Background: an optimization exercise with open tools, aiming at small area. Do not read the settings as production practice. At most, simulation tests tie the RTL to the original design; equivalence was not proved. For run 2, only the layout was checked, not whether the RTL still works. Power is estimated from default activity; no workload was simulated.

==> flow/design.v, too long to show whole: its modules and the start of the top module <==
// module Counter: 30 lines
// module Random_Number_Generator: 22 lines
// module Button_Shaper: 46 lines
// module LoadRegister_4bit: 21 lines
// module Adder: 9 lines
// module OneMilliSec: 45 lines
// module Count1000: 33 lines
// module OneSecond: 7 lines
// module Count1000_WatchDog: 41 lines
// module OneSecond_WatchDog: 7 lines
// module Digit: 88 lines
// module digitTimer: 10 lines
// module user_id_rom: 42 lines
// module password_ROM: 42 lines
// module user_id_rom_controller: 220 lines
// module password_controller: 206 lines
// module Access_Control_Top: 9 lines
// module score_level2: 81 lines
// module score_level3: 86 lines
// module Verifier_level3: 18 lines
// module SSD_Router: 70 lines
// module Seven_segment_symbol: 53 lines
// module GameControl: 572 lines
// module IlluminatiTop: 52 lines
module IlluminatiTop(clk, rst, UserIDIn, PwdIn, Game_Load, PlayerTensIn, PlayerUnitsIn, Player_Load_in, RNG_Load_in, Level_Select,
 HEX0, HEX1, HEX2, HEX3, HEX4, HEX5, HEX6, HEX7, RUsrLED, GUsrLED, RPwdLED, GPwdLED, SuccLev2LEDR, 
 SuccLev2LEDG, SuccLev3LEDR, SuccLev3LEDG, Level3_Count);
  // ...
==> flow/run.sh <==
#!/bin/bash
# synth_recipe.tcl (not shown) runs the flow's synth.tcl, then flattens the netlist and writes it again
# the make line also repeats each setting of config.mk as NAME=value (left out here)
make -C /OpenROAD-flow-scripts/flow DESIGN_CONFIG=/design/flow/config.mk WORK_HOME=/design/flow/orfs CLKGATE_MAP_FILE= SYNTH_SCRIPT=/design/flow/synth_recipe.tcl finish
==> flow/config.mk <==
export PLATFORM = sky130hd
export DESIGN_NAME = IlluminatiTop
export DESIGN_NICKNAME = IlluminatiTop
export VERILOG_FILES = /design/flow/design.v
export SDC_FILE = /design/flow/constraint.sdc
export NUM_CORES = 4
export LEC_CHECK = 0
export CAP_MARGIN = 20
export CORE_MARGIN = 2
export CORE_UTILIZATION = 40
export SLEW_MARGIN = 20
==> flow/constraint.sdc <==
create_clock -name core_clock -period 8.0 [get_ports {clk}]
set_input_delay 1.6000 -clock core_clock [delete_from_list [all_inputs] [get_ports {clk}]]
set_output_delay 1.6000 -clock core_clock [all_outputs]
set_load 0.01 [all_outputs]
==> impl_metrics.env, run 1 <==
export IMPL_start_kind="flip-flop"
export IMPL_ios=88
export IMPL_cts_root_buffer="clkbuf_16"
export IMPL_synth_top_area_share_pct=25.0
export IMPL_pwr_share_clk_pct=45.7
export IMPL_cts_tree="yes"
export IMPL_holdWs_ns=0.349
export IMPL_fmax_mhz=153
export IMPL_synth_area_top_cells="dfxtp_1 25%, ha_1 12%, edfxtp_1 9.7%"
export IMPL_status="complete, no violations"
export IMPL_end_kind="primary output"
export IMPL_num_multi_input_gates=2317
export IMPL_top_register="Game_Control_Module.RAM"
export IMPL_ff2ff_path_depth=13
export IMPL_htree_levels=2
export IMPL_final_max_slew_viol_count=0
export IMPL_postCtsSetupBuffers=0
export IMPL_multi_input_area_share_pct=54.6
export IMPL_netlist_area_sq_um=26100
export IMPL_diodes=0
export IMPL_antenna_found_initial=2
export IMPL_worstSetupStartpoint="Game_Control_Module.Game_Level[0]"
export IMPL_n_all_inverters=145
export IMPL_clkSinkCount=410
export IMPL_period_needed_ns=6.52
export IMPL_postSynth_asyncResetShare_pct=0
export IMPL_critPathSlowestCell="dfxtp_1"
export IMPL_seq_area_sq_um=9050
export IMPL_met1_length_microns=31400
export IMPL_portBuffers=87
export IMPL_worstSetupPathType="flip-flop to primary output"
export IMPL_powerSeq_uw=2150
==> module Seven_segment_symbol, before the edit <==
module Seven_segment_symbol(Input_to_segment, output_from_segment, Encrypt_on);
   input [3:0]Input_to_segment;
   input Encrypt_on;
   output [6:0]output_from_segment;
   reg [6:0]output_from_segment;
   always @(Input_to_segment, Encrypt_on)
     begin
       if(Encrypt_on == 1)
	 begin 
          case(Input_to_segment)
                   4'b0000: begin output_from_segment = 7'b0101010; end  
                   4'b0001: begin output_from_segment = 7'b0001001; end
                   4'b0010: begin output_from_segment = 7'b0110110; end
                   4'b0011: begin output_from_segment = 7'b0110111; end
                   4'b0100: begin output_from_segment = 7'b1100100; end
                   4'b0101: begin output_from_segment = 7'b1000101; end
                   4'b0110: begin output_from_segment = 7'b0010101; end
                   4'b0111: begin output_from_segment = 7'b0111010; end
                   4'b1000: begin output_from_segment = 7'b1000000; end
                   4'b1001: begin output_from_segment = 7'b0000010; end
                   4'b1010: begin output_from_segment = 7'b1111111; end
                   4'b1011: begin output_from_segment = 7'b1111111; end
                   4'b1100: begin output_from_segment = 7'b1111111; end
                   4'b1101: begin output_from_segment = 7'b1111111; end
                   4'b1110: begin output_from_segment = 7'b1111111; end
                   4'b1111: begin output_from_segment = 7'b1111111; end
                   default: begin output_from_segment = 7'b1111111; end 
          endcase
	 end
       else
	 begin 
	  case(Input_to_segment)
	      4'b0000: begin output_from_segment = 7'b1000000; end
	      4'b0001: begin output_from_segment = 7'b1001111; end
	      4'b0010: begin output_from_segment = 7'b0100100; end
	      4'b0011: begin output_from_segment = 7'b0110000; end
	      4'b0100: begin output_from_segment = 7'b0011001; end
	      4'b0101: begin output_from_segment = 7'b0010010; end
	      4'b0110: begin output_from_segment = 7'b0000010; end
	      4'b0111: begin output_from_segment = 7'b1111000; end
	      4'b1000: begin output_from_segment = 7'b0000000; end
	      4'b1001: begin output_from_segment = 7'b0010000; end
	      4'b1010: begin output_from_segment = 7'b0001000; end
	      4'b1011: begin output_from_segment = 7'b0000011; end
	      4'b1100: begin output_from_segment = 7'b1000110; end
	      4'b1101: begin output_from_segment = 7'b0100001; end
	      4'b1110: begin output_from_segment = 7'b0000110; end
	      4'b1111: begin output_from_segment = 7'b0001110; end
	      default: begin output_from_segment = 7'b1111111; end
	  endcase
	 end
      end
endmodule
==> module IlluminatiTop, before the edit <==
module IlluminatiTop(clk, rst, UserIDIn, PwdIn, Game_Load, PlayerTensIn, PlayerUnitsIn, Player_Load_in, RNG_Load_in, Level_Select,
 HEX0, HEX1, HEX2, HEX3, HEX4, HEX5, HEX6, HEX7, RUsrLED, GUsrLED, RPwdLED, GPwdLED, SuccLev2LEDR, 
 SuccLev2LEDG, SuccLev3LEDR, SuccLev3LEDG, Level3_Count);
	input clk, rst;
	input[3:0] UserIDIn, PwdIn, PlayerTensIn, PlayerUnitsIn;
	input[1:0] Level_Select;
	input Game_Load, Player_Load_in, RNG_Load_in;
	output[6:0] HEX0, HEX1, HEX2, HEX3, HEX4, HEX5, HEX6, HEX7;
	output RUsrLED, GUsrLED, RPwdLED, GPwdLED, SuccLev2LEDR, SuccLev2LEDG, SuccLev3LEDR, 
	SuccLev3LEDG, Level3_Count;
	wire  Player_Load, Game_Control, Clear_Score_Level2, Clear_Score_Level3, RNG_Load_Final, RNG2_Load_Final, 
		Player_Load_Final, Game_Control_Final, Timer_Load, Timer_Enable, LogOut, verifier_flag, Encrypt_on1, Encrypt_on2, Encrypt_on3, Encrypt_on4,
		Encrypt_on5, Encrypt_on6, WatchDog_TimeOut, WatchDog_Enable, Timer_TimeOut, OneSecond  ;
	wire [3:0] RNG1, RNG2, Timer_Tens_Digit, Timer_Units_Digit, Digit_FirstRound, Winner_Index, Winner_Level2_Tens, Winner_Level2_Units, Winner_Level3_Tens, 
		Winner_Level3_Units, userID , PWD, Timer_Tens_out, Timer_Units_out, sum_ones,sum_tens, PlayerTensDisp, PlayerUnitsDisp, NumOut1, NumOut2, 
		NumOut3, NumOut4, NumOut5, NumOut6, Counter_Out,ScoreTens_Level2, ScoreUnits_Level2, ScoreTens_Level3, ScoreUnits_Level3;
	wire [2:0] Game_Level; 
	wire[4:0] User_Key;
Access_Control_Top Access_Control_Module(clk, rst, PwdIn, Game_Control, UserIDIn, Game_Control, userID , PWD, RUsrLED, GUsrLED, RPwdLED, GPwdLED, LogOut, User_Key);
GameControl Game_Control_Module(clk, rst, User_Key, RNG_Load_in, Player_Load, Game_Control, GPwdLED, Level_Select, WatchDog_TimeOut, 
WatchDog_Enable, Timer_TimeOut, Clear_Score_Level2, Clear_Score_Level3, RNG_Load_Final,RNG2_Load_Final, Player_Load_Final, Timer_Load, Timer_Enable, 
Timer_Tens_Digit, Timer_Units_Digit, Digit_FirstRound, LogOut, Game_Level, ScoreTens_Level2, ScoreUnits_Level2, ScoreTens_Level3, ScoreUnits_Level3, 
Winner_Index, Winner_Level2_Tens, Winner_Level2_Units, Winner_Level3_Tens, Winner_Level3_Units, Level3_Count );
OneSecond_WatchDog WatchDog_Timer(clk, rst, WatchDog_Enable, WatchDog_Enable, WatchDog_TimeOut);
SSD_Router SSD_Routing_Module(.Level(Game_Level), .password_auth(GPwdLED), .user_id(userID), .Password(PWD), .index(Winner_Index),
.RNG1(RNG1), .RNG2(RNG2), .PlayerTIn(PlayerTensDisp), .PlayerUIn(PlayerUnitsDisp), .FRndOrig(Digit_FirstRound), .FRndEncryp(Digit_FirstRound),
.SRndEncryp(RNG1), .SRndOrig(PlayerUnitsDisp), .SC_Tens_l2(ScoreTens_Level2), .SC_Units_l2(ScoreUnits_Level2), .SC_Tens_l3(ScoreTens_Level3),
.SC_Units_l3(ScoreUnits_Level3), .NumOut1(NumOut1), .NumOut2(NumOut2), .NumOut3(NumOut3), .NumOut4(NumOut4), .NumOut5(NumOut5), .NumOut6(NumOut6),
.Encrypt_on1(Encrypt_on1), .Encrypt_on2(Encrypt_on2), .Encrypt_on3(Encrypt_on3), .Encrypt_on4(Encrypt_on4), .Encrypt_on5(Encrypt_on5), .Encrypt_on6(Encrypt_on6));
OneSecond OneSecond_module(clk, rst, Timer_Enable, OneSecond);
digitTimer Timer_module(clk, rst, Timer_Tens_Digit, Timer_Units_Digit, Timer_Load, OneSecond, Timer_Tens_out, Timer_Units_out, Timer_TimeOut);
score_level3 score_level3_module(clk, rst, Clear_Score_Level3, sum_ones, sum_tens, PlayerTensIn, PlayerUnitsIn, RNG_Load_Final,RNG2_Load_Final, 
Player_Load_Final, ScoreTens_Level3, ScoreUnits_Level3, verifier_flag);
Verifier_level3 Verifier_level3_module( verifier_flag , SuccLev3LEDR, SuccLev3LEDG );
score_level2 score_level2_Module(clk, rst, Clear_Score_Level2, PlayerUnitsIn, RNG1, RNG_Load_Final,
 Player_Load, ScoreTens_Level2, ScoreUnits_Level2, SuccLev2LEDR, SuccLev2LEDG);
Adder adder_module(RNG1, RNG2, sum_ones, sum_tens);
LoadRegister_4bit Player_Tens_Load(Player_Load_Final, rst, clk, PlayerTensIn, PlayerTensDisp);
LoadRegister_4bit Player_Units_Load(Player_Load_Final, rst, clk, PlayerUnitsIn, PlayerUnitsDisp);
Button_Shaper Game_Button(Game_Load, clk, rst, Game_Control);
Button_Shaper Player_Button(Player_Load_in, clk, rst, Player_Load);
Random_Number_Generator RNG1_Module(clk, rst, RNG_Load_Final, RNG1);
Random_Number_Generator RNG2_Module(clk, rst, RNG2_Load_Final, RNG2);
Seven_segment_symbol SSD1(Timer_Tens_out, HEX7, 1'b0);
Seven_segment_symbol SSD2(Timer_Units_out, HEX6, 1'b0);
Seven_segment_symbol SSD3(NumOut1, HEX5, Encrypt_on1);
Seven_segment_symbol SSD4(NumOut2, HEX4, Encrypt_on2);
Seven_segment_symbol SSD5(NumOut3, HEX3, Encrypt_on3);
Seven_segment_symbol SSD6(NumOut4, HEX2, Encrypt_on4);
Seven_segment_symbol SSD7(NumOut5, HEX1, Encrypt_on5);
Seven_segment_symbol SSD8(NumOut6, HEX0, Encrypt_on6);
endmodule
==> run 2: changes to the inputs <==
==> flow/design.v (replaced) <==
module rc_add #(parameter W = 8) (a, b, ci, s, co);
	input [W-1:0] a, b;
	input ci;
	output [W-1:0] s;
	output co;
	wire [W:0] c;
	assign c[0] = ci;
	genvar i;
	generate for (i = 0; i < W; i = i + 1) begin : bit_
	  assign s[i] = a[i] ^ b[i] ^ c[i];
	  assign c[i+1] = (a[i] & b[i]) | (c[i] & (a[i] ^ b[i]));
	end endgenerate
	assign co = c[W];
endmodule
module rc_inc #(parameter W = 4) (a, ci, s);
	input [W-1:0] a;
	input ci;
	output [W-1:0] s;
	wire [W:0] c;
	assign c[0] = ci;
	genvar i;
	generate for (i = 0; i < W; i = i + 1) begin : bit_
	  assign s[i] = a[i] ^ c[i];
	  assign c[i+1] = a[i] & c[i];
	end endgenerate
endmodule
module rc_dec #(parameter W = 4) (a, s);
	input [W-1:0] a;
	output [W-1:0] s;
	wire [W:0] b;
	assign b[0] = 1'b1;
	genvar i;
	generate for (i = 0; i < W; i = i + 1) begin : bit_
	  assign s[i] = a[i] ^ b[i];
	  assign b[i+1] = ~a[i] & b[i];
	end endgenerate
endmodule
module rc_lt #(parameter W = 8) (a, b, lt);
	input [W-1:0] a, b;
	output lt;
	wire [W:0] l;
	assign l[0] = 1'b0;
	genvar i;
	generate for (i = 0; i < W; i = i + 1) begin : bit_
	  assign l[i+1] = (~a[i] & b[i]) | (~(a[i] ^ b[i]) & l[i]);
	end endgenerate
	assign lt = l[W];
endmodule
module SSD_Router(Level,password_auth, user_id, Password,index, RNG1, RNG2, PlayerTIn, PlayerUIn, FRndOrig, 
FRndEncryp, SRndEncryp, 
SRndOrig,SC_Tens_l2,SC_Units_l2,SC_Tens_l3,SC_Units_l3, NumOut1, NumOut2, NumOut3, NumOut4, NumOut5, NumOut6, 
Encrypt_on1, Encrypt_on2, Encrypt_on3, Encrypt_on4,Encrypt_on5, Encrypt_on6);
	input [2:0] Level;
	input password_auth;
	input [3:0] user_id, Password, RNG1, RNG2, PlayerTIn, PlayerUIn, FRndOrig, FRndEncryp, SRndEncryp, SRndOrig, SC_Tens_l2,SC_Units_l2,SC_Tens_l3,SC_Units_l3,index;
	output [3:0]  NumOut1, NumOut2, NumOut3, NumOut4,NumOut5, NumOut6 ;
	output  Encrypt_on1, Encrypt_on2, Encrypt_on3, Encrypt_on4,Encrypt_on5, Encrypt_on6 ;
	reg [3:0] NumOut1, NumOut2, NumOut3, NumOut4,NumOut5, NumOut6 ;
	reg Encrypt_on1, Encrypt_on2, Encrypt_on3, Encrypt_on4,Encrypt_on5, Encrypt_on6;
	always@(Level, password_auth,user_id, Password,index, RNG1, RNG2, PlayerTIn, PlayerUIn, FRndOrig, FRndEncryp, SRndEncryp, 
	SRndOrig, SC_Tens_l2,SC_Units_l2,SC_Tens_l3,SC_Units_l3)
		begin
		if(password_auth==0)
		begin
		NumOut1=Password; Encrypt_on1 = 0;
		NumOut2=user_id; Encrypt_on2 = 0;
		NumOut3=4'b1111; Encrypt_on3 = 1;
		NumOut4=4'b1111; Encrypt_on4 = 1;
		NumOut5=4'b1111; Encrypt_on5 = 1;
		NumOut6=4'b1111; Encrypt_on6 = 1;
		end
		else
		begin
			case(Level)
				1: begin
					NumOut1=Password; Encrypt_on1 = 0;
					NumOut2=FRndOrig; Encrypt_on2 = 0;
					NumOut3=FRndEncryp; Encrypt_on3 = 1;
					NumOut4=4'b1111; Encrypt_on4 = 1;
					NumOut5=4'b1111; Encrypt_on5 = 1;
					NumOut6=4'b1111; Encrypt_on6 = 1;
				   end
				2: begin
					NumOut1=Password; Encrypt_on1 = 0;
					NumOut2=SRndOrig; Encrypt_on2 = 0;
					NumOut3=SRndEncryp; Encrypt_on3 = 1;
					NumOut4=4'b1111; Encrypt_on4 = 1;	
                 	NumOut5=SC_Tens_l2; Encrypt_on5 = 0;
					NumOut6=SC_Units_l2; Encrypt_on6 = 0;				
				   end
				3: begin
					NumOut1=RNG1; Encrypt_on1 = 1;
					NumOut2=RNG2; Encrypt_on2 = 1;
					NumOut3=PlayerTIn; Encrypt_on3 = 1;
					NumOut4=PlayerUIn; Encrypt_on4 = 1;		
					NumOut5=SC_Tens_l3; Encrypt_on5 = 0;
					NumOut6=SC_Units_l3; Encrypt_on6 = 0;
					end
				4:begin
					NumOut1=4'b1111; Encrypt_on1 = 1;
					NumOut2=index; Encrypt_on2 = 0;
					NumOut3=SC_Tens_l2; Encrypt_on3 = 0;
					NumOut4=SC_Units_l2; Encrypt_on4 = 0;		
					NumOut5=SC_Tens_l3; Encrypt_on5 = 0;
					NumOut6=SC_Units_l3; Encrypt_on6 = 0;				
				   end
				default: begin
					NumOut1=Password; Encrypt_on1 = 0;
					NumOut2=4'b1111; Encrypt_on2 = 1;
					NumOut3=4'b1111; Encrypt_on3 = 1;
					NumOut4=4'b1111; Encrypt_on4 = 1;	
					NumOut5=4'b1111; Encrypt_on5 = 1;
					NumOut6=4'b1111; Encrypt_on6 = 1;					
				   	 end
			endcase
		end
	end
endmodule
module Seven_segment_symbol(Input_to_segment, output_from_segment, Encrypt_on);
   input [3:0] Input_to_segment;
   input Encrypt_on;
   output [6:0] output_from_segment;
   localparam [223:0] SEG_TABLE = 224'b11111111111111111111111111111111111111111100000101000000011101000101011000101110010001101110110110000100101010100001110000011001000011000110000001100010000010000000000011110000000010001001000110010110000010010010011111000000;
   assign output_from_segment = SEG_TABLE[{Encrypt_on, Input_to_segment}*7 +: 7];
endmodule
module IlluminatiTop(clk, rst, UserIDIn, PwdIn, Game_Load, PlayerTensIn, PlayerUnitsIn, Player_Load_in, RNG_Load_in, Level_Select,
 HEX0, HEX1, HEX2, HEX3, HEX4, HEX5, HEX6, HEX7, RUsrLED, GUsrLED, RPwdLED, GPwdLED, SuccLev2LEDR,
 SuccLev2LEDG, SuccLev3LEDR, SuccLev3LEDG, Level3_Count);
	input clk, rst;
	input[3:0] UserIDIn, PwdIn, PlayerTensIn, PlayerUnitsIn;
	input[1:0] Level_Select;
	input Game_Load, Player_Load_in, RNG_Load_in;
	output[6:0] HEX0, HEX1, HEX2, HEX3, HEX4, HEX5, HEX6, HEX7;
	output RUsrLED, GUsrLED, RPwdLED, GPwdLED, SuccLev2LEDR, SuccLev2LEDG, SuccLev3LEDR,
	SuccLev3LEDG, Level3_Count;
	reg gb_p, gb_w, pb_p, pb_w;
	wire Game_Control = gb_p;
	wire Player_Load = pb_p;
	always @(posedge clk) begin
	  if (rst == 0) begin
	    gb_p <= 0; gb_w <= 0; pb_p <= 0; pb_w <= 0;
	  end else begin
	    gb_p <= ~gb_p & ~gb_w & ~Game_Load;
	    gb_w <= gb_p | (gb_w & ~Game_Load);
	    pb_p <= ~pb_p & ~pb_w & ~Player_Load_in;
	    pb_w <= pb_p | (pb_w & ~Player_Load_in);
	  end
	end
	reg GUsr, GPwd;
	reg [2:0] ac_ph;       
	reg [2:0] uk;          
	reg [3:0] user_disp, pwd_disp;
	wire LogOut;
	reg [2:0] uk_first;
	always @(*) begin
	  case (UserIDIn)
	    4'd8: uk_first = 3'd0;
	    4'd9: uk_first = 3'd1;
	    4'd7: uk_first = 3'd2;
	    4'd5: uk_first = 3'd3;
	    4'd6: uk_first = 3'd4;
	    4'd0: uk_first = 3'd5;
	    default: uk_first = 3'd7;
	  endcase
	end
	reg [3:0] id_digit;
	always @(*) begin
	  case ({uk, ac_ph[1:0]})
	    {3'd0, 2'd1}: id_digit = 4'd0;
	    {3'd0, 2'd2}: id_digit = 4'd4;
	    {3'd0, 2'd3}: id_digit = 4'd6;
	    {3'd1, 2'd1}: id_digit = 4'd1;
	    {3'd1, 2'd2}: id_digit = 4'd1;
	    {3'd1, 2'd3}: id_digit = 4'd1;
	    {3'd2, 2'd1}: id_digit = 4'd2;
	    {3'd2, 2'd2}: id_digit = 4'd3;
	    {3'd2, 2'd3}: id_digit = 4'd1;
	    {3'd3, 2'd1}: id_digit = 4'd4;
	    {3'd3, 2'd2}: id_digit = 4'd2;
	    {3'd3, 2'd3}: id_digit = 4'd1;
	    {3'd4, 2'd1}: id_digit = 4'd9;
	    {3'd4, 2'd2}: id_digit = 4'd4;
	    {3'd4, 2'd3}: id_digit = 4'd3;
	    default: id_digit = 4'd0;
	  endcase
	end
	reg [3:0] pwd_end;
	reg [2:0] uk_inc;
	always @(*) begin
	  case (uk)
	    3'd0: begin pwd_end = 4'd1; uk_inc = 3'd1; end
	    3'd1: begin pwd_end = 4'd2; uk_inc = 3'd2; end
	    3'd2: begin pwd_end = 4'd3; uk_inc = 3'd3; end
	    3'd3: begin pwd_end = 4'd4; uk_inc = 3'd4; end
	    3'd4: begin pwd_end = 4'd5; uk_inc = 3'd5; end
	    3'd5: begin pwd_end = 4'd0; uk_inc = 3'd6; end
	    3'd6: begin pwd_end = 4'd7; uk_inc = 3'd7; end
	    default: begin pwd_end = 4'd8; uk_inc = 3'd0; end
	  endcase
	end
	wire [3:0] pwd_digit = (ac_ph[1:0] == 2'd0 || ac_ph[1:0] == 2'd3) ? pwd_end : 4'd0;
	wire [2:0] ac_target = GUsr ? 3'd1 : uk_inc;
	wire [9:0] wd_cnt;
	wire ac_wait = ~GPwd & (ac_ph == 3'd4);
	wire ac_done = (wd_cnt[3:0] == 4'd0) && (wd_cnt[6:4] == ac_target) && (uk != 3'd7);
	always @(posedge clk) begin
	  if (rst == 0) begin
	    GUsr <= 0; GPwd <= 0; ac_ph <= 0;
	    user_disp <= 4'b1010; pwd_disp <= 4'b0000;
	  end else if (GPwd) begin
	    if (LogOut) begin
	      GUsr <= 0; GPwd <= 0; ac_ph <= 0;
	      user_disp <= 4'b1010; pwd_disp <= 4'b0000;
	    end
	  end else if (ac_ph[2] == 0) begin
	    if (Game_Control) begin
	      ac_ph <= {ac_ph[1] & ac_ph[0], ac_ph[1] ^ ac_ph[0], ~ac_ph[0]};
	      if (!GUsr) begin
	        user_disp <= UserIDIn;
	        if (ac_ph[1:0] == 2'd0) uk <= uk_first;
	        else if (UserIDIn != id_digit) uk <= 3'd7;
	      end else begin
	        if (ac_ph[1:0] == 2'd3) pwd_disp <= PwdIn;
	        if (PwdIn != pwd_digit) uk <= 3'd7;
	      end
	    end
	  end else if (ac_ph[0] == 0) begin
	    if (ac_done) begin
	      if (!GUsr) begin GUsr <= 1; ac_ph <= 3'd5; end
	      else GPwd <= 1;
	    end
	  end else begin
	    ac_ph <= 0;
	  end
	end
	assign GUsrLED = GUsr;
	assign RUsrLED = ~GUsr;
	assign GPwdLED = GPwd;
	assign RPwdLED = ~GPwd;
	parameter WAIT_FOR_ACCESS_GRANT = 0, CHOOSE_LEVEL = 1, LEVEL1 = 2, LEVEL2_TIMER_CONFIG = 3,
	LEVEL2_LOAD_TIMER = 4, LEVEL2_GAME_START = 5, LEVEL2_GAME_GOING_ON = 6, LEVEL2_OVER = 7,
	LEVEL3_TIMER_CONFIG = 8, LEVEL3_LOAD_TIMER = 9, LEVEL3_GAME_START = 10, LEVEL3_GAME_GOING_ON = 11,
	LEVEL3_COUNT = 12, LEVEL3_WAIT = 13, GAME_OVER = 14, CHECK_LEVEL_TRANSITION = 15, PAUSE = 16, RESUME = 17,
	LOGOUT = 18, WAIT_FOR_PASSWORD_ENTER = 19, HIGH_SCORE = 20, GAME_INTERRUPT = 21;
	reg [4:0] state;
	reg RNG_Load_Final, RNG2_Load_Final, Player_Load_Final, Timer_Load, Timer_Enable, WatchDog_Enable;
	reg Clear_Score_Level2, Clear_Score_Level3, L3Count;
	reg [3:0] Digit_FirstRound;
	reg [2:0] Game_Level;
	reg [2:0] Winner_Index;
	reg [4:0] unl2, unl3, done3;            
	reg [7:0] sc2 [0:4];                    
	reg [7:0] sc3 [0:4];                    
	wire WatchDog_TimeOut, Timer_TimeOut;
	wire [3:0] ScoreTens_Level2, ScoreUnits_Level2, ScoreTens_Level3, ScoreUnits_Level3;
	assign LogOut = (state == WAIT_FOR_PASSWORD_ENTER);
	assign Level3_Count = L3Count;
	wire ID_Valid = ~uk[2] | (~uk[1] & ~uk[0]);
	wire cur_unl2 = ID_Valid & unl2[uk];
	wire cur_unl3 = ID_Valid & unl3[uk];
	wire cur_done3 = ID_Valid & done3[uk];
	wire st_l3 = (state == GAME_OVER);
	wire [3:0] st_tens = st_l3 ? ScoreTens_Level3 : ScoreTens_Level2;
	wire [3:0] st_units = st_l3 ? ScoreUnits_Level3 : ScoreUnits_Level2;
	wire [4:0] st_lo;
	wire st_lo_c;
	wire [7:0] st_val;
	wire st_c;
	rc_add #(4) st_add1({st_tens[2:0], 1'b0}, st_units, 1'b0, st_lo[3:0], st_lo_c);
	assign st_lo[4] = st_tens[3] ^ st_lo_c;
	rc_add #(5) st_add2({1'b0, st_tens}, {2'b00, st_tens[3] & st_lo_c, st_lo[4:3]}, 1'b0, st_val[7:3], st_c);
	assign st_val[2:0] = st_lo[2:0];
	wire [7:0] tot0;
	wire tot0_c;
	rc_add #(8) tot_add0(sc2[0], sc3[0], 1'b0, tot0, tot0_c);
	wire [7:0] tot1;
	wire tot1_c;
	rc_add #(8) tot_add1(sc2[1], sc3[1], 1'b0, tot1, tot1_c);
	wire [7:0] tot2;
	wire tot2_c;
	rc_add #(8) tot_add2(sc2[2], sc3[2], 1'b0, tot2, tot2_c);
	wire [7:0] tot3;
	wire tot3_c;
	rc_add #(8) tot_add3(sc2[3], sc3[3], 1'b0, tot3, tot3_c);
	wire [7:0] tot4;
	wire tot4_c;
	rc_add #(8) tot_add4(sc2[4], sc3[4], 1'b0, tot4, tot4_c);
	wire a_lt, a_eq = tot0 == tot1;
	rc_lt #(8) lt_a(tot0, tot1, a_lt);
	wire [7:0] ma = a_lt ? tot1 : tot0;
	wire [2:0] ia = {2'b00, a_lt};
	wire ta = a_eq;
	wire b_lt, b_eq = tot2 == tot3;
	rc_lt #(8) lt_b(tot2, tot3, b_lt);
	wire [7:0] mb = b_lt ? tot3 : tot2;
	wire [2:0] ib = {2'b01, b_lt};
	wire tb_ = b_eq;
	wire c_lt, c_eq = ma == mb;
	rc_lt #(8) lt_c(ma, mb, c_lt);
	wire [7:0] mc = c_lt ? mb : ma;
	wire [2:0] ic = c_lt ? ib : ia;
	wire tc = c_eq | (c_lt ? tb_ : ta);
	wire d_lt, d_eq = mc == tot4;
	rc_lt #(8) lt_d(mc, tot4, d_lt);
	wire [2:0] id_ = d_lt ? 3'd4 : ic;
	wire td = d_eq | (~d_lt & tc);
	wire [2:0] winner = td ? 3'd0 : id_;
	integer i;
	wire [3:0] dfr_inc;
	rc_inc #(4) dfr_add(Digit_FirstRound, 1'b1, dfr_inc);
	always @(posedge clk) begin
	  if (rst == 0) begin
	    RNG_Load_Final <= 1;
	    RNG2_Load_Final <= 1;
	    Player_Load_Final <= 0;
	    Timer_Load <= 0;
	    Timer_Enable <= 0;
	    WatchDog_Enable <= 0;
	    Digit_FirstRound <= 0;
	    Game_Level <= 0;
	    Clear_Score_Level2 <= 0;
	    Clear_Score_Level3 <= 0;
	    state <= WAIT_FOR_ACCESS_GRANT;
	    Winner_Index <= 0;
	    L3Count <= 0;
	    unl2 <= 0; unl3 <= 0; done3 <= 0;
	    for (i = 0; i < 5; i = i + 1) begin sc2[i] <= 0; sc3[i] <= 0; end
	  end else begin
	    case (state)
	      WAIT_FOR_ACCESS_GRANT: begin
	        if (GPwd) state <= CHOOSE_LEVEL;
	      end
	      CHOOSE_LEVEL: begin
	        Game_Level <= 0;
	        Clear_Score_Level3 <= 1;
	        if (Game_Control) begin
	          if (Level_Select == 0) state <= HIGH_SCORE;
	          else if (Level_Select == 1) state <= LEVEL1;
	          else if (Level_Select == 2) state <= cur_unl2 ? LEVEL2_TIMER_CONFIG : LEVEL1;
	          else state <= cur_unl3 ? LEVEL3_TIMER_CONFIG : cur_unl2 ? LEVEL2_TIMER_CONFIG : LEVEL1;
	        end
	      end
	      LEVEL1: begin
	        Game_Level <= 1;
	        RNG_Load_Final <= 1;
	        RNG2_Load_Final <= 1;
	        Player_Load_Final <= 0;
	        WatchDog_Enable <= 1;
	        if (Game_Control) begin
	          WatchDog_Enable <= 0;
	          state <= GAME_INTERRUPT;
	        end else if (Player_Load) begin
	          if (Digit_FirstRound[3] & Digit_FirstRound[0]) begin
	            if (ID_Valid) unl2[uk] <= 1;
	            Digit_FirstRound <= 0;
	          end else
	            Digit_FirstRound <= dfr_inc;
	        end
	      end
	      LEVEL2_TIMER_CONFIG: begin
	        Game_Level <= 2;
	        Timer_Enable <= 0;
	        state <= LEVEL2_LOAD_TIMER;
	      end
	      LEVEL2_LOAD_TIMER: begin
	        Clear_Score_Level2 <= 1;
	        Game_Level <= 2;
	        Timer_Enable <= 0;
	        Timer_Load <= 1;
	        state <= LEVEL2_GAME_START;
	      end
	      LEVEL2_GAME_START: begin
	        Clear_Score_Level2 <= 0;
	        Game_Level <= 2;
	        Timer_Load <= 0;
	        Timer_Enable <= 0;
	        if (Game_Control) state <= LEVEL2_GAME_GOING_ON;
	      end
	      LEVEL2_GAME_GOING_ON: begin
	        Game_Level <= 2;
	        Timer_Enable <= 1;
	        WatchDog_Enable <= 1;
	        if (Game_Control) begin
	          WatchDog_Enable <= 0;
	          state <= GAME_INTERRUPT;
	        end else if (Timer_TimeOut) begin
	          Timer_Enable <= 0;
	          RNG_Load_Final <= 1;
	          RNG2_Load_Final <= 1;
	          Player_Load_Final <= 0;
	          state <= LEVEL2_OVER;
	        end else begin
	          RNG_Load_Final <= RNG_Load_in;
	          RNG2_Load_Final <= 1;
	          Player_Load_Final <= Player_Load;
	        end
	      end
	      LEVEL2_OVER: begin
	        Game_Level <= 2;
	        Timer_Load <= 0;
	        Timer_Enable <= 0;
	        RNG_Load_Final <= 1;
	        RNG2_Load_Final <= 1;
	        Player_Load_Final <= 0;
	        if (ID_Valid) begin
	          unl3[uk] <= 1;
	          sc2[uk] <= st_val;
	        end
	        if (Game_Control) state <= LEVEL3_TIMER_CONFIG;
	      end
	      LEVEL3_TIMER_CONFIG: begin
	        Game_Level <= 3;
	        Clear_Score_Level2 <= 1;
	        Timer_Enable <= 0;
	        state <= LEVEL3_LOAD_TIMER;
	      end
	      LEVEL3_LOAD_TIMER: begin
	        Clear_Score_Level3 <= 1;
	        Game_Level <= 3;
	        Timer_Enable <= 0;
	        Timer_Load <= 1;
	        state <= LEVEL3_GAME_START;
	      end
	      LEVEL3_GAME_START: begin
	        Clear_Score_Level3 <= 0;
	        Game_Level <= 3;
	        Timer_Load <= 0;
	        Timer_Enable <= 0;
	        if (Game_Control) state <= LEVEL3_GAME_GOING_ON;
	      end
	      LEVEL3_GAME_GOING_ON: begin
	        Game_Level <= 3;
	        Timer_Enable <= 1;
	        if (Game_Control) begin
	          WatchDog_Enable <= 0;
	          state <= GAME_INTERRUPT;
	        end else if (Timer_TimeOut) begin
	          Timer_Enable <= 0;
	          RNG_Load_Final <= 1;
	          RNG2_Load_Final <= 1;
	          Player_Load_Final <= 0;
	          state <= GAME_OVER;
	        end else begin
	          if (RNG_Load_in == 0) begin
	            RNG_Load_Final <= L3Count;
	            RNG2_Load_Final <= ~L3Count;
	            state <= LEVEL3_COUNT;
	          end else begin
	            RNG_Load_Final <= 1;
	            RNG2_Load_Final <= 1;
	          end
	          Player_Load_Final <= Player_Load;
	        end
	      end
	      LEVEL3_COUNT: begin
	        Game_Level <= 3;
	        L3Count <= ~L3Count;
	        state <= LEVEL3_WAIT;
	      end
	      LEVEL3_WAIT: begin
	        Game_Level <= 3;
	        if (RNG_Load_in) state <= LEVEL3_GAME_GOING_ON;
	      end
	      GAME_OVER: begin
	        Game_Level <= 3;
	        Timer_Load <= 0;
	        Timer_Enable <= 0;
	        RNG_Load_Final <= 1;
	        Player_Load_Final <= 0;
	        if (ID_Valid) begin
	          done3[uk] <= 1;
	          sc3[uk] <= st_val;
	        end
	        if (Game_Control) state <= CHOOSE_LEVEL;
	      end
	      LOGOUT: begin
	        Timer_Enable <= 0;
	        RNG_Load_Final <= 1;
	        Player_Load_Final <= 0;
	        Timer_Load <= 1;
	        Clear_Score_Level2 <= 1;
	        Clear_Score_Level3 <= 1;
	        state <= WAIT_FOR_PASSWORD_ENTER;
	      end
	      WAIT_FOR_PASSWORD_ENTER: begin
	        Timer_Load <= 0;
	        Timer_Enable <= 0;
	        RNG_Load_Final <= 1;
	        Player_Load_Final <= 0;
	        Clear_Score_Level2 <= 0;
	        Clear_Score_Level3 <= 0;
	        state <= WAIT_FOR_ACCESS_GRANT;
	      end
	      CHECK_LEVEL_TRANSITION: begin
	        Timer_Enable <= 0;
	        RNG_Load_Final <= 1;
	        Player_Load_Final <= 0;
	        WatchDog_Enable <= 0;
	        case (Game_Level)
	          1: state <= cur_unl2 ? LEVEL2_TIMER_CONFIG : LEVEL1;
	          2: state <= cur_unl3 ? LEVEL3_TIMER_CONFIG : LEVEL2_GAME_GOING_ON;
	          3: state <= cur_done3 ? LEVEL1 : LEVEL3_GAME_GOING_ON;
	          default: begin
	            if (!cur_unl2) state <= LEVEL1;
	            else if (!cur_unl3) state <= LEVEL2_TIMER_CONFIG;
	            else if (!cur_done3) state <= LEVEL3_TIMER_CONFIG;
	            else state <= LEVEL1;
	          end
	        endcase
	      end
	      PAUSE: begin
	        Timer_Enable <= 0;
	        WatchDog_Enable <= 1;
	        RNG2_Load_Final <= 1;
	        RNG_Load_Final <= 1;
	        Player_Load_Final <= 0;
	        if (WatchDog_TimeOut) begin
	          WatchDog_Enable <= 0;
	          state <= RESUME;
	        end else if (Game_Control) begin
	          WatchDog_Enable <= 0;
	          state <= LOGOUT;
	        end
	      end
	      RESUME: begin
	        Timer_Enable <= 0;
	        RNG_Load_Final <= 1;
	        RNG2_Load_Final <= 1;
	        Player_Load_Final <= 0;
	        WatchDog_Enable <= 0;
	        if (Game_Control) begin
	          case (Game_Level)
	            2: state <= LEVEL2_GAME_GOING_ON;
	            3: state <= LEVEL3_GAME_GOING_ON;
	            default: state <= LEVEL1;
	          endcase
	        end
	      end
	      HIGH_SCORE: begin
	        Game_Level <= 4;
	        if (Game_Level == 4) Winner_Index <= winner;
	        if (Game_Control) state <= CHOOSE_LEVEL;
	      end
	      GAME_INTERRUPT: begin
	        Timer_Enable <= 0;
	        RNG_Load_Final <= 1;
	        RNG2_Load_Final <= 1;
	        Player_Load_Final <= 0;
	        WatchDog_Enable <= 1;
	        if (WatchDog_TimeOut) begin
	          WatchDog_Enable <= 0;
	          state <= CHECK_LEVEL_TRANSITION;
	        end else if (Game_Control) begin
	          WatchDog_Enable <= 0;
	          state <= PAUSE;
	        end
	      end
	      default: ;
	    endcase
	  end
	end
	reg [1:0] wd_ph;
	reg wd_ms, wd_out;
	reg [9:0] wd_cnt_r;
	wire [9:0] wd_inc;
	rc_inc #(10) wd_add(wd_cnt_r, 1'b1, wd_inc);
	assign wd_cnt = wd_cnt_r;
	assign WatchDog_TimeOut = wd_out;
	always @(posedge clk) begin
	  if (rst == 0) begin
	    wd_ph <= 0; wd_ms <= 0; wd_cnt_r <= 0; wd_out <= 0;
	  end else begin
	    if (WatchDog_Enable) begin
	      wd_ph <= {wd_ph[1] ^ wd_ph[0], ~wd_ph[0]};
	      wd_ms <= (wd_ph == 2'd3);
	      if (wd_ms) begin
	        if (&{wd_cnt_r[9:5], wd_cnt_r[2:0]}) begin wd_out <= 1; wd_cnt_r <= 0; end
	        else begin wd_cnt_r <= wd_inc; wd_out <= 0; end
	      end else
	        wd_out <= 0;
	    end else begin
	      wd_cnt_r <= ac_wait ? wd_inc : 10'd0;
	      wd_out <= 0;
	    end
	  end
	end
	reg [1:0] tm_ph;
	reg tm_ms, tm_sec;
	reg [9:0] tm_cnt;
	wire [9:0] tm_inc;
	rc_inc #(10) tm_add(tm_cnt, 1'b1, tm_inc);
	always @(posedge clk) begin
	  if (rst == 0) begin
	    tm_ph <= 0; tm_ms <= 0; tm_cnt <= 0; tm_sec <= 0;
	  end else begin
	    if (Timer_Enable) begin
	      tm_ph <= {tm_ph[1] ^ tm_ph[0], ~tm_ph[0]};
	      tm_ms <= (tm_ph == 2'd3);
	    end
	    if (tm_ms) begin
	      if (&{tm_cnt[9:5], tm_cnt[2:0]}) begin tm_sec <= 1; tm_cnt <= 0; end
	      else begin tm_cnt <= tm_inc; tm_sec <= 0; end
	    end else
	      tm_sec <= 0;
	  end
	end
	reg [3:0] du, dt;
	wire [3:0] du_dec, dt_dec;
	rc_dec #(4) du_sub(du, du_dec);
	rc_dec #(4) dt_sub(dt, dt_dec);
	reg du_br, du_to, dt_to;
	assign Timer_TimeOut = du_to;
	always @(posedge clk) begin
	  if (rst == 0) begin
	    du <= 0; du_br <= 0; du_to <= 0; dt <= 0; dt_to <= 0;
	  end else if (Timer_Load) begin
	    du <= 0; du_br <= 0; du_to <= 0;
	    dt <= (state == LEVEL2_GAME_START) ? 4'd9 : 4'd6;
	    dt_to <= 0;
	  end else begin
	    if (tm_sec) begin
	      if (du == 0) begin
	        if (!dt_to) begin du <= 9; du_to <= 0; du_br <= 1; end
	        else begin du_br <= 0; du_to <= 1; end
	      end else begin
	        du <= du_dec;
	        du_to <= (du == 1) & dt_to;
	        du_br <= 0;
	      end
	    end else begin
	      du_br <= 0;
	      if (dt_to && du == 0) du_to <= 1;
	    end
	    if (du_br) begin
	      if (dt[3:1] == 0) begin dt <= 0; dt_to <= 1; end
	      else begin dt <= dt_dec; dt_to <= 0; end
	    end else if (dt == 0)
	      dt_to <= 1;
	  end
	end
	reg [3:0] rc1, rc2;
	reg rl1, rl2;
	wire [3:0] rc1_inc, rc2_inc;
	rc_inc #(4) rc1_add(rc1, 1'b1, rc1_inc);
	rc_inc #(4) rc2_add(rc2, 1'b1, rc2_inc);
	wire [3:0] RNG1 = rl1 ? rc1 : 4'd0;
	wire [3:0] RNG2 = rl2 ? rc2 : 4'd0;
	always @(posedge clk) begin
	  rl1 <= RNG_Load_Final;
	  rl2 <= RNG2_Load_Final;
	  if (rst == 0) begin
	    rc1 <= 0; rc2 <= 0;
	  end else begin
	    if (!RNG_Load_Final) rc1 <= (rc1[3] & rc1[0]) ? 4'd0 : rc1_inc;
	    if (!RNG2_Load_Final) rc2 <= (rc2[3] & rc2[0]) ? 4'd0 : rc2_inc;
	  end
	end
	reg [3:0] PlayerTensDisp, PlayerUnitsDisp;
	always @(posedge clk) begin
	  if (rst == 0) begin
	    PlayerTensDisp <= 0; PlayerUnitsDisp <= 0;
	  end else if (Player_Load_Final) begin
	    PlayerTensDisp <= PlayerTensIn; PlayerUnitsDisp <= PlayerUnitsIn;
	  end
	end
	reg s2_cal, s2_wait;
	reg [3:0] sc2_t, sc2_u;
	reg l2r, l2g;
	wire [3:0] sc2_t_inc, sc2_u_inc;
	rc_inc #(4) sc2t_add(sc2_t, 1'b1, sc2_t_inc);
	rc_inc #(4) sc2u_add(sc2_u, 1'b1, sc2_u_inc);
	assign ScoreTens_Level2 = sc2_t;
	assign ScoreUnits_Level2 = sc2_u;
	assign SuccLev2LEDR = l2r;
	assign SuccLev2LEDG = l2g;
	wire m2 = (PlayerUnitsIn == RNG1);
	always @(posedge clk) begin
	  if (rst == 0 || Clear_Score_Level2) begin
	    if (rst == 0) begin s2_cal <= 0; s2_wait <= 0; end
	    sc2_t <= 0; sc2_u <= 0; l2r <= 0; l2g <= 0;
	  end else begin
	    s2_cal <= ~s2_cal & ~s2_wait & Player_Load;
	    s2_wait <= (s2_cal & m2) | (s2_wait & RNG_Load_Final);
	    if (s2_cal) begin
	      l2r <= ~m2;
	      l2g <= m2;
	      if (m2) begin
	        if (sc2_u[3] & sc2_u[0]) begin sc2_u <= 0; sc2_t <= sc2_t_inc; end
	        else sc2_u <= sc2_u_inc;
	      end
	    end
	  end
	end
	reg [1:0] s3;
	reg [3:0] sc3_t, sc3_u;
	reg vflag;
	wire [3:0] sc3_t_inc, sc3_u_inc;
	rc_inc #(4) sc3t_add(sc3_t, 1'b1, sc3_t_inc);
	rc_inc #(4) sc3u_add(sc3_u, 1'b1, sc3_u_inc);
	assign ScoreTens_Level3 = sc3_t;
	assign ScoreUnits_Level3 = sc3_u;
	assign SuccLev3LEDR = ~vflag;
	assign SuccLev3LEDG = vflag;
	wire [4:0] rsum;
	rc_add #(4) rsum_add(RNG1, RNG2, 1'b0, rsum[3:0], rsum[4]);
	wire rge10 = rsum[4] | (rsum[3] & (rsum[2] | rsum[1]));
	wire [3:0] rones;
	wire rones_c;
	rc_add #(4) rones_add(rsum[3:0], {1'b0, rge10, rge10, 1'b0}, 1'b0, rones, rones_c);
	wire m3 = (PlayerUnitsIn == rones) && (PlayerTensIn == {3'b000, rge10});
	always @(posedge clk) begin
	  if (rst == 0 || Clear_Score_Level3) begin
	    if (rst == 0) s3 <= 0;
	    sc3_t <= 0; sc3_u <= 0; vflag <= 0;
	  end else begin
	    case (s3)
	      2'd0: if (Player_Load_Final) s3 <= 2'd1;
	      2'd1: begin
	        vflag <= m3;
	        if (m3) begin
	          if (sc3_u[3] & sc3_u[0]) begin sc3_u <= 0; sc3_t <= sc3_t_inc; end
	          else sc3_u <= sc3_u_inc;
	          s3 <= 2'd2;
	        end else
	          s3 <= 2'd0;
	      end
	      2'd2: begin vflag <= 0; if (!RNG_Load_Final) s3 <= 2'd3; end
	      2'd3: begin vflag <= 0; if (!RNG2_Load_Final) s3 <= 2'd0; end
	    endcase
	  end
	end
	wire [3:0] NumOut1, NumOut2, NumOut3, NumOut4, NumOut5, NumOut6;
	wire Encrypt_on1, Encrypt_on2, Encrypt_on3, Encrypt_on4, Encrypt_on5, Encrypt_on6;
	SSD_Router SSD_Routing_Module(.Level(Game_Level), .password_auth(GPwd), .user_id(user_disp), .Password(pwd_disp), .index({1'b0, Winner_Index}),
	.RNG1(RNG1), .RNG2(RNG2), .PlayerTIn(PlayerTensDisp), .PlayerUIn(PlayerUnitsDisp), .FRndOrig(Digit_FirstRound), .FRndEncryp(Digit_FirstRound),
	.SRndEncryp(RNG1), .SRndOrig(PlayerUnitsDisp), .SC_Tens_l2(sc2_t), .SC_Units_l2(sc2_u), .SC_Tens_l3(sc3_t),
	.SC_Units_l3(sc3_u), .NumOut1(NumOut1), .NumOut2(NumOut2), .NumOut3(NumOut3), .NumOut4(NumOut4), .NumOut5(NumOut5), .NumOut6(NumOut6),
	.Encrypt_on1(Encrypt_on1), .Encrypt_on2(Encrypt_on2), .Encrypt_on3(Encrypt_on3), .Encrypt_on4(Encrypt_on4), .Encrypt_on5(Encrypt_on5), .Encrypt_on6(Encrypt_on6));
	Seven_segment_symbol SSD1(dt, HEX7, 1'b0);
	Seven_segment_symbol SSD2(du, HEX6, 1'b0);
	Seven_segment_symbol SSD3(NumOut1, HEX5, Encrypt_on1);
	Seven_segment_symbol SSD4(NumOut2, HEX4, Encrypt_on2);
	Seven_segment_symbol SSD5(NumOut3, HEX3, Encrypt_on3);
	Seven_segment_symbol SSD6(NumOut4, HEX2, Encrypt_on4);
	Seven_segment_symbol SSD7(NumOut5, HEX1, Encrypt_on5);
	Seven_segment_symbol SSD8(NumOut6, HEX0, Encrypt_on6);
endmodule
--- a/flow/config.mk
+++ b/flow/config.mk
@@ -5,7 +5,9 @@
 export SDC_FILE = /design/flow/constraint.sdc
 export NUM_CORES = 4
 export LEC_CHECK = 0
+export ABC_AREA = 1
 export CAP_MARGIN = 20
 export CORE_MARGIN = 2
 export CORE_UTILIZATION = 40
+export CTS_BUF_LIST = sky130_fd_sc_hd__clkbuf_4 sky130_fd_sc_hd__clkbuf_8
 export SLEW_MARGIN = 20
==> run 2 against run 1 <==
  * Still clean on timing, DRC and antenna
  * Routed wire length down 42%
  * Via count down 37%
  * Power down 38%
  * Combinational power up 49%
  * Sequential share of layout area down 1.1 points
  * Synthesized area down 41%
  * Design area down 40%
  * Sequential power down 44%
  * Clock power down 46%
  * Setup slack worse by 0.83 ns
  * First-iteration DRC count down 44%
  * Largest cell class unchanged
==> impl_metrics.env, run 2 <==
export IMPL_final_max_slew_viol_count=0
export IMPL_status="complete, no violations"
export IMPL_synth_top_area_share_pct=17.2
export IMPL_clk_pin_slew_ns=0.06
export IMPL_syn_instance_count=2047
export IMPL_synth_edf_count=87
export IMPL_start_util_pct=40.7
export IMPL_worstSetupPathType="flip-flop to flip-flop"
export IMPL_syn_nets=2255
export IMPL_drc=0
export IMPL_htree_levels=2
export IMPL_largestRegisters="sc2: 40 flops, sc3: 40 flops"
export IMPL_die_w_microns=200
export IMPL_clk_path_buf_depth=3
export IMPL_place_gp_congestion=0.966
export IMPL_grt_pass1_wl_microns=66100
export IMPL_fmax_mhz=136
export IMPL_synth_area_top_cells="dfxtp_1 17%, edfxtp_1 17%, ha_1 12%"
export IMPL_vdd_drop_max_v=0.000112
export IMPL_critPathRequiredTime_ns=8.47
export IMPL_drtIter0Drc=925
export IMPL_grt_pass1_vias=13103
export IMPL_synth_ff_type="dfxtp_1"
export IMPL_hold_viol=0
export IMPL_period_needed_ns=7.35
export IMPL_cts_tree="yes"
export IMPL_end_kind="flip-flop"
export IMPL_nets=2343
export IMPL_arrival_ns=7.82
export IMPL_syn2layout_area_growth_pct=14.4
export IMPL_synth_common_cells="385 x nand2_1, 283 x inv_1, 265 x nor2_1"
export IMPL_clkSinkCount=219
export IMPL_avgRoutedWirePerCell_microns=15.4
export IMPL_max_stage_delay_ns=0.46
export IMPL_p_leak_uw=0.00764
export IMPL_numCtsBuffers=40
export IMPL_diodes=0
export IMPL_syn_area_per_cell_sq_um=7.51
export IMPL_synth_seq_cells=219
export IMPL_portBuffers=87
export IMPL_cts_root_buffer="clkbuf_8"
export IMPL_maxCapViolations=0
export IMPL_stdcell_area_sq_um=17600
export IMPL_slew_headroom_pct=26.6
export IMPL_die_h_microns=200
export IMPL_grt_max_degree=48
export IMPL_postSynth_asyncResetShare_pct=0
export IMPL_synth_largest_area_cell="dfxtp_1"
export IMPL_dp_hpwl_microns=31100
export IMPL_tightest_slew_ns=1.09
export IMPL_drt_first_pass_iters=5
export IMPL_vias=13952
export IMPL_yosysMostFrequentCell="nand2_1"
export IMPL_clock_latency_ns=0.56
export IMPL_antenna_found_initial=1
export IMPL_dieArea_sq_um=40000
export IMPL_critPathSlowestCell="fa_1"
export IMPL_power_density_nw_per_um2=165
export IMPL_crit_top_cell="nand2_1"
export IMPL_rows=71
export IMPL_skew_ns=0.0230
export IMPL_start_kind="flip-flop"
export IMPL_ios=88
export IMPL_routed_via_density=5.22
export IMPL_final_common_cell="nand2_1"
export IMPL_path_max_fanout=16
export IMPL_placed_area_sq_um=16700
export IMPL_ctsHoldBuffers=0
export IMPL_routed_wl_microns=41100
export IMPL_ant_nets=0
export IMPL_ys_seq_area_share_pct=34.2
export IMPL_setup_violations=0
export IMPL_rsz0062_at_grt="no"
export IMPL_final_cell_mix="385 x nand2_1, 283 x inv_1, 265 x nor2_1"
export IMPL_grtUsageTotal_pct=20.7
export IMPL_finalCritPeriodShare_pct=91.8
export IMPL_tns_ns=0
export IMPL_yosysWarningCount=2
export IMPL_core_area_sq_um=37800
export IMPL_ys_types=53
export IMPL_hold_class="flip-flop to flip-flop"
export IMPL_final_layout_size_suffix_gt1_share_pct=5.55
export IMPL_grt_overflow=0
export IMPL_netlist_area_sq_um=15400
[run 2: layer usage]
metal,vias to the layer above,global-route usage [%],wire [microns]
met5,-,0,0
met4,0,6.26,963
met3,84,3.07,2380
met2,443,34.2,19000
met1,6445,28.0,18800
li1,6980,-,-
[run 2: worst paths after layout]
path,from,to,slack (ns),cells past startpoint
worst max-delay path,sc2[2][0],Winner_Index[0],0.65,37
worst min-delay path,gb_w,gb_p,0.41,1
worst max register to register,sc2[2][0],Winner_Index[0],0.65,37
worst min register to register,gb_w,gb_p,0.41,1
[run 2: cells by family after synthesis]
kind of cell | after synthesis | synth area share [%]
compound gates | 410 | 15.4
xor+xnor | 32 | 1.82
buf+inv | 355 | 8.80
simple gates | 846 | 22.8
flops | 219 | 34.2
fa+ha+maj | 185 | 16.9
[run 2: area by class of cell]
type | instances | area (sq um)
Tap cell | 511 | 639
Sequential cell | 219 | 5260
Multi-Input combinational cell | 1473 | 8760
Timing Repair Buffer | 91 | 896
Fill cell | 3752 | 20200
Clock buffer | 66 | 833
Inverter | 310 | 1160
Clock inverter | 5 | 28.8
[run 2: repair_timing]
action | in CTS | in global routing
gates resized for setup | 0 | 1
endpoints found under the setup margin | 0 | 2
setup buffers | 0 | 0
[run 2: per-stage QoR]
stage          setup WS [ns]  std cells  power, uW  hold WS (ns)  util (%)
2_1_floorplan          0.947       2047       1640         0.386         -
3_3_place_gp           0.775       2604       1770         0.402      44.3
3_5_place_dp           0.594       2604       1790         0.408      44.3
4_1_cts                0.544       2675       2930         0.416      46.6
5_1_grt               0.0346       2675       3070         0.439      46.6
6_report               0.654       2675       2900         0.412      46.6
[run 2: worst max-delay path, delay by kind of cell, from the launching register on]
family / cells / cell delay, ns
adder cells (fa/ha/maj): 10 / 3.91
flip-flops: 1 / 0.36
buffers and inverters: 1 / 0.28
AO/OA/AOI/OAI: 7 / 1.09
XOR/XNOR: 1 / 0.19
AND/OR/NAND/NOR: 18 / 1.44
[run 2: power breakdown]
part	total (uW)	switching (uW)	leakage, uW	internal (uW)
sequential	1210	20.7	0.00190	1190
clock	1140	480	0.000464	656
combinational	552	345	0.00528	207
total	2900	846	0.00764	2050

-- afterwards: timing with drivers on the ports --
The results above use ideal ports. As a check the final layouts listed here were re-extracted and re-timed, cells and wires unchanged. Step 1 assumes that a clkbuf_16 drives the clock port and a buf_2 every other input. Step 2 adds t to the input delays and takes it off the output delays; t is the mean of the earliest and latest rising clock arrival at the registers after step 1. Input paths then give back, and output paths get back, about the clock's delay inside the block. Slacks: ideal ports / drivers / drivers and shift; pairs: ideal ports / drivers.
run	t, ns	slack for setup (ns)	hold WS [ns]	clock arrival spread, ns
run 1	0.651	1.484 / 1.423 / 2.073	0.349 / 0.349 / 0.349	0.029 / 0.029
run 2	0.593	0.654 / 0.654 / 0.654	0.412 / 0.412 / 0.412	0.023 / 0.023
After both steps every run listed still meets setup and hold.
